Background: an optimization exercise with open tools, aiming at small area. Do not read the settings as production practice.
RTL that was checked went through simulation tests only; none was proved equivalent to the original.
Power is estimated from default activity; no workload was simulated.

Setup of before:
==> flow/design.v (excerpt) <==
module clock_project_top (
        input CLK100MHZ,
        input por_n,
        input btn_rst, btn_set, btn_alm, btn_ent, btn_ret, btn_bstep,
        input [5:0] SW,
        input  rx,
        output tx,
        output reg [7:0] a_to_g,
        output reg [7:0] an,
        output reg [5:0] LED,
        output [2:0] I_RGB_LED, II_RGB_LED
    );
Size: roughly 2100 cells after synthesis, ~290 flip-flops, about 0.015 sq mm of cells after synthesis.
Settings: LEC_CHECK=0, ABC_AREA=1, CAP_MARGIN=20, CORE_MARGIN=2, CORE_UTILIZATION=70, CTS_BUF_LIST=sky130_fd_sc_hd__clkbuf_4, CTS_CLUSTER_SIZE=20, PLACE_DENSITY=0.75, SLEW_MARGIN=20; clock period 20.0 ns.
run.sh (not shown) runs the stock make flow with config.mk's settings and CLKGATE_MAP_FILE= SYNTH_SCRIPT=/design/flow/synth_recipe.tcl, a recipe that flattens the netlist after the stock synthesis.
The final layout from before, which completed every stage, passed the timing, design-rule and antenna checks at the end of the flow.
#### Input delta (after over before)
-- flow/config.mk --
<<< before, line 12
export CTS_BUF_LIST = sky130_fd_sc_hd__clkbuf_4
export CTS_CLUSTER_SIZE = 20
>>> after, line 12
==> comparison <==
after ended with more wire length than before. Against before as the reference, after delivers a lower portion of total power attributed to combinational logic. As of after, cell area had risen slightly compared to before. [after vs before] power: higher in after. after gives more met2 track demand over resource than before did.
Function was not checked in any run of this note: the RTL went through the layout flow alone.

========
Another version of the RTL of clock_project_top (not shown whole).
For scale: roughly 1300 cells after synthesis, about 12000 um2 of cells after synthesis.
Design clock_project_top, start of the top module:
module clock_project_top (
        input CLK100MHZ,
        input por_n,
        input btn_rst, btn_set, btn_alm, btn_ent, btn_ret, btn_bstep,
        input [5:0] SW,
        input  rx,
        output tx,
        output reg [7:0] a_to_g,
        output reg [7:0] an,
        output reg [5:0] LED,
        output [2:0] I_RGB_LED, II_RGB_LED
    );
clock: 20.0 ns
lec_check: 0
cap_margin: 20
core_margin: 2
core_utilization: 40
slew_margin: 20
standard.sh (not shown) runs the stock make flow with config.mk's settings and CLKGATE_MAP_FILE= SYNTH_SCRIPT=/design/flow/synth_recipe.tcl, a recipe that flattens the netlist after the stock synthesis.
==> flow/flow/run.sh <==
#!/bin/bash
# Own layout flow: the standard flow (standard.sh), except
#  - synthesis maps the logic with an area-oriented ABC script
#    (flow/abc_area.script) and leaves adders to ABC instead of the
#    half/full-adder cell map; registers are made exactly as in the
#    standard synthesis;
#  - port buffers use the smallest buffer cell;
#  - clock tree: larger sink clusters, no dummy loads.
# Each step's full output goes to a log file in this folder (and ORFS's
# own per-step logs under orfs/logs/).
set -euo pipefail
W=$(pwd)

# ORFS scripts folder with the ABC script replaced
mkdir -p "$W/scripts_area"
for f in "$FLOW_HOME"/scripts/*; do
    ln -sf "$f" "$W/scripts_area/"
done
rm -f "$W/scripts_area/abc_area.script" "$W/scripts_area/abc_speed.script"
cp "$W/flow/abc_area.script" "$W/scripts_area/abc_area.script"
cp "$W/flow/abc_area.script" "$W/scripts_area/abc_speed.script"

# synthesis
bash standard.sh SCRIPTS_DIR="$W/scripts_area" ADDER_MAP_FILE= synth > "$W/synth.log" 2>&1

# floorplan to final layout, standard scripts
export BUFFER_PORTS_ARGS="-buffer_cell sky130_fd_sc_hd__buf_1"
export CTS_ARGS="-sink_clustering_enable -repair_clock_nets -dont_use_dummy_load -sink_clustering_size 25 -sink_clustering_max_diameter 100"
bash standard.sh finish > "$W/layout.log" 2>&1
==> flow/flow/abc_area.script <==
strash
&get -n
&fraig -x
&put
scorr
dc2
dretime
strash
&get -n
&deepsyn -T 120
&put
&get -n
&dch -f
&nf -R 1000
&put
strash
&get -n
&dch -f
&nf -R 1000
&put
Edit:
--- a/flow/flow/run.sh
+++ b/flow/flow/run.sh
@@ -28 +28 @@
-export CTS_ARGS="-sink_clustering_enable -repair_clock_nets -dont_use_dummy_load -sink_clustering_size 25 -sink_clustering_max_diameter 100"
+export CTS_ARGS="-sink_clustering_enable -repair_clock_nets -dont_use_dummy_load -sink_clustering_size 30 -sink_clustering_max_diameter 100"
- CAP_MARGIN: 20 -> 10
- CORE_UTILIZATION: 40 -> 65
- PLACE_DENSITY: default -> 0.72
- SLEW_MARGIN: 20 -> 10
The changed run completed without violations. Non-clock buffer count is lower by 2. Global-route usage is higher by 11 points. Clock skew is higher by 0.011 ns. Cell area is lower by a few percent. Total power is lower by a few percent. Combinational power stays flat. Worst setup slack gets better by 0.16 ns. Flip-flop and latch count is unchanged. Worst hold slack gets worse by 0.017 ns. Via count is higher slightly. Count of clock-buffer cells in the layout is lower by 3.

==> separate check: timing with driven ports <==
Ports are ideal in the flow. The routed layouts listed here were re-timed in OpenROAD. Step 1: set_driving_cell puts a clkbuf_16 on CLK100MHZ and a buf_2 on each other input, an assumption about the parent block. Step 2 adds t to the input delays and takes it off the output delays; t is the mean of the earliest and latest rising clock arrival at the registers after step 1. Input paths then give back, and output paths get back, about the clock's delay inside the block. Three values: ideal ports, drivers, drivers and shift; two values: the first two.
run | t (ns) | setup slack, ns | worst setup path after step 2
before | 0.726 | 7.059 / 7.021 / 7.021 | input to output
after | 0.617 | 7.050 / 7.023 / 7.023 | input to output
the first run of note 2 | 0.541 | 8.213 / 8.188 / 8.188 | input to output
the second run of note 2 | 0.526 | 8.372 / 8.331 / 8.330 | input to output
After both steps setup and hold are still met in every run listed. The setup slack of the second run of note 2, which loses most, moves by -0.041 ns with the drivers and by -0.042 ns with both steps.
